What follows belongs to an exercise in optimizing a design on an open flow for small area; a production flow would make more cautious choices.
Only simulation tests tie the RTL to the original design; equivalence was not proved.

// pe_array
module pe_array(
  input  clk_i,
  input  rst_ni,
  input  clr_i,
  output clr_o,
  input  we_i,
  output we_o,
  input  [1:0] mode_i,
  input  [64-1:0] srca_word_i,
  output [64-1:0] srca_word_o,
  input  [8-1:0] srcb_i,
  output [64-1:0] wordp_o
);
  reg         run_q, acc_q;
  reg  [63:0] srca_q;
  reg  [55:0] b_q;       
  reg  [8:1]  c_q;       
  reg         c9_q;
  reg  [9:0]  we_q;
  reg  [63:0] wordp_q;
  always @(posedge clk_i or negedge rst_ni) begin
    if (!rst_ni) begin
      run_q <= 1'b0; acc_q <= 1'b0;
      srca_q <= 64'd0; b_q <= 56'd0; c_q <= 8'd0; we_q <= 10'd0;
    end else begin
      run_q  <= 1'b1;
      acc_q  <= run_q & ~acc_q;
      srca_q <= srca_word_i;
      b_q    <= {b_q[47:0], srcb_i};
      c_q    <= {c_q[7:1], clr_i};
      we_q   <= {we_q[8:0], we_i};
    end
  end
  always @(posedge clk_i) c9_q <= c_q[8];
  wire [9:1]  cc  = {c9_q, c_q};
  wire [63:0] psum;
  wire        maxm = (mode_i == 2'b01);   
  function automatic pgt(input [15:0] p, input [7:0] a);
    reg [7:0] x, y;
    reg       c;
    integer   i;
    begin
      x = {~p[7], p[6:0]};
      y = {~a[7], a[6:0]};
      c = 1'b0;
      for (i = 0; i < 8; i = i + 1)
        c = (x[i] & ~y[i]) | (x[i] & c) | (~y[i] & c);
      pgt = (~p[15] & |p[15:7]) | ((~|p[15:7] | &p[15:7]) & c);
    end
  endfunction
  genvar j, k;
  generate for (j = 0; j < 4; j = j + 1) begin : g_pair
    localparam E = 2 * j + 1;
    localparam L = 2 * j;
    wire [7:0] ane = srca_word_i[8*E+7:8*E];   
    wire [7:0] anl = srca_word_i[8*L+7:8*L];
    wire [7:0] ae  = srca_q[8*E+7:8*E];        
    wire [7:0] al  = srca_q[8*L+7:8*L];
    wire [7:0] b   = b_q[8*E-1:8*E-8];         
    wire       adde = ~maxm & ~(cc[E+1] | cc[E+2]);
    wire       addl = ~maxm & ~(cc[L+1] | cc[L+2]);
    reg  [15:0] pe_n, r1_n, r2_n;
    wire [15:0] pe_q = ~pe_n;
    wire [15:0] r1_q = ~r1_n;
    wire [15:0] r2_q = ~r2_n;
    reg         acc, comp, accm;
    always @(posedge clk_i or negedge rst_ni) begin
      if (!rst_ni) begin
        acc <= 1'b0; comp <= 1'b0; accm <= 1'b0;
      end else begin
        acc  <= run_q & ~acc_q;
        comp <= ~run_q | acc_q;
        accm <= run_q & ~acc_q & maxm;
      end
    end
    wire        accc = acc & ~accm;
  ...
Size in the first run: about 410 flip-flops, ~210 I/O pins, ~24000 um2 of cells after synthesis.
export LEC_CHECK = 0
export ABC_AREA = 1
export CAP_MARGIN = 20
export CORE_MARGIN = 2
export CORE_UTILIZATION = 75
export CTS_CLUSTER_DIAMETER = 70
export CTS_CLUSTER_SIZE = 20
export SLEW_MARGIN = 20
export SYNTH_HIERARCHICAL = 1
create_clock -name core_clock -period 6.0 [get_ports {clk_i}]
standard.sh (not shown) runs the stock make flow with config.mk's settings and CLKGATE_MAP_FILE= SYNTH_SCRIPT=/design/flow/synth_recipe.tcl, a recipe that flattens the netlist after the stock synthesis.
==> flow/flow/run.sh <==
#!/bin/bash
# The standard layout (standard synthesis, floorplan, placement, CTS, routing)
# with one change in how the layout is made: the port buffers use the
# smallest buffer cell (the resizer still upsizes any that need it).
set -o pipefail
bash standard.sh "BUFFER_PORTS_ARGS=-buffer_cell sky130_fd_sc_hd__buf_1" finish > standard.log 2>&1
Edit:
--- a/flow/design.v
+++ b/flow/design.v
@@ -60,42 +60,40 @@
   generate for (j = 0; j < 4; j = j + 1) begin : g_pair
     localparam E = 2 * j + 1;
     localparam L = 2 * j;
     wire [7:0] ane = srca_word_i[8*E+7:8*E];   
     wire [7:0] anl = srca_word_i[8*L+7:8*L];
     wire [7:0] ae  = srca_q[8*E+7:8*E];        
     wire [7:0] al  = srca_q[8*L+7:8*L];
     wire [7:0] b   = b_q[8*E-1:8*E-8];         
     wire       adde = ~maxm & ~(cc[E+1] | cc[E+2]);
     wire       addl = ~maxm & ~(cc[L+1] | cc[L+2]);
-    reg  [15:0] pe_n, r1_n, r2_n;
-    wire [15:0] pe_q = ~pe_n;
-    wire [15:0] r1_q = ~r1_n;
-    wire [15:0] r2_q = ~r2_n;
-    reg         acc, comp, accm;
+    reg  [15:0] pe_q, r1_q, r2_q;
+    reg         acc, comp, accc;
     always @(posedge clk_i or negedge rst_ni) begin
       if (!rst_ni) begin
-        acc <= 1'b0; comp <= 1'b0; accm <= 1'b0;
+        acc <= 1'b0; comp <= 1'b0; accc <= 1'b0;
       end else begin
         acc  <= run_q & ~acc_q;
         comp <= ~run_q | acc_q;
-        accm <= run_q & ~acc_q & maxm;
+        accc <= run_q & ~acc_q & ~maxm;
       end
     end
-    wire        accc = acc & ~accm;
+    wire        accm = acc & ~accc;
     reg         gtme_q, gtml_q;  
     always @(posedge clk_i) begin
       gtme_q <= maxm & pgt(pe_q, ane);
       gtml_q <= maxm & pgt(r1_q, anl);
     end
-    wire [7:0]  at = ({8{acc}} & al) | ({8{comp}} & ane);
-    wire [7:0]  bt = {{7{~accm}} & b[7:1], accm ? ~gtml_q : b[0]};
+    wire [7:0]  at = acc ? al : ane;
+    wire        bon = accc | comp;
+    wire [7:0]  bt = {{7{bon}} & b[7:1], (bon & b[0]) | (accm & ~gtml_q)};
     wire        z2l = acc & gtml_q & addl;
     wire        z1l = acc & (addl ^ gtml_q);
     wire [15:0] zt = ({16{z1l}} & r2_q) | ({16{z2l}} & {r2_q[14:0], 1'b0});
     wire [15:0] t;
     wire m_pp1;
     wire m_pp2;
     wire m_pp3;
     wire m_pp4;
     wire m_pp5;
     wire m_pp6;
@@ -571,23 +569,23 @@
     assign a_o43 = a_s35 ^ (a_k32 & a_s33);
     assign a_p44 = a_s33 & a_s35;
     assign a_o45 = a_s37 ^ (a_k32 & a_p44);
     assign a_p46 = a_p44 & a_s37;
     assign a_o47 = a_s39 ^ (a_k32 & a_p46);
     assign a_p48 = a_p46 & a_s39;
     assign a_o49 = a_s41 ^ (a_k32 & a_p48);
     assign a_p50 = a_p48 & a_s41;
     assign pe_d = {a_o49, a_o47, a_o45, a_o43, a_o42, a_o30, a_o28, a_o26, a_o24, a_o23, a_s11, a_s9, a_s7, a_s5, a_s3, a_s1};
     always @(posedge clk_i) begin
-      pe_n <= ~pe_d;
-      r1_n <= ~t;
-      r2_n <= r1_n;
+      pe_q <= pe_d;
+      r1_q <= t;
+      r2_q <= r1_q;
     end
     wire [7:0] pl = acc ? r2_q[15:8] : r1_q[15:8];
     assign psum[8*E+7:8*E] = pe_q[15:8] & {8{~(acc & cc[E+2])}};
     assign psum[8*L+7:8*L] = pl & {8{~(acc & cc[L+2])}};
   end endgenerate
   generate for (k = 0; k < 8; k = k + 1) begin : g_out
     always @(posedge clk_i or negedge rst_ni) begin
       if (!rst_ni) wordp_q[8*k+7:8*k] <= 8'd0;
       else if (we_q[2+k]) wordp_q[8*k+7:8*k] <= psum[8*k+7:8*k];
     end
The changed run went through all stages and came out clean.
Worst setup slack got worse by 0.020 ns.
Clock skew stays flat.
Routed wire length barely changes.
Via count decreases by 1.1%.
Maximum frequency decreases by 0.34%.

[afterwards: timing with drivers on the ports]
No port has a modelled driver above. Below, the same layouts with a new extraction and two added sets of constraints. Step 1 sets driving cells, clkbuf_16 on the clock port and buf_2 on the other inputs (assumed; they add their load-dependent delay and slew). Step 2 moves the port delays by t, midway between the first and last clock arrival at a register: inputs arrive t later, outputs are due t later. That takes back most of the time a late clock gives input paths. Three values: no drivers, after step 1, after step 2; two values: the first two.
| run | shift t [ns] | setup slack, ns | clock arrival spread, ns |
|---|---|---|---|
| the first run | 0.621 | 0.244 / 0.244 / -0.322 | 0.023 / 0.022 |
| the second run | 0.632 | 0.225 / 0.225 / -0.304 | 0.022 / 0.022 |
With both steps, setup timing fails in the first run and the second run, where it was met with ideal ports. The setup slack of the first run, which loses most, moves by 0.000 ns with the drivers and by -0.566 ns with both steps.
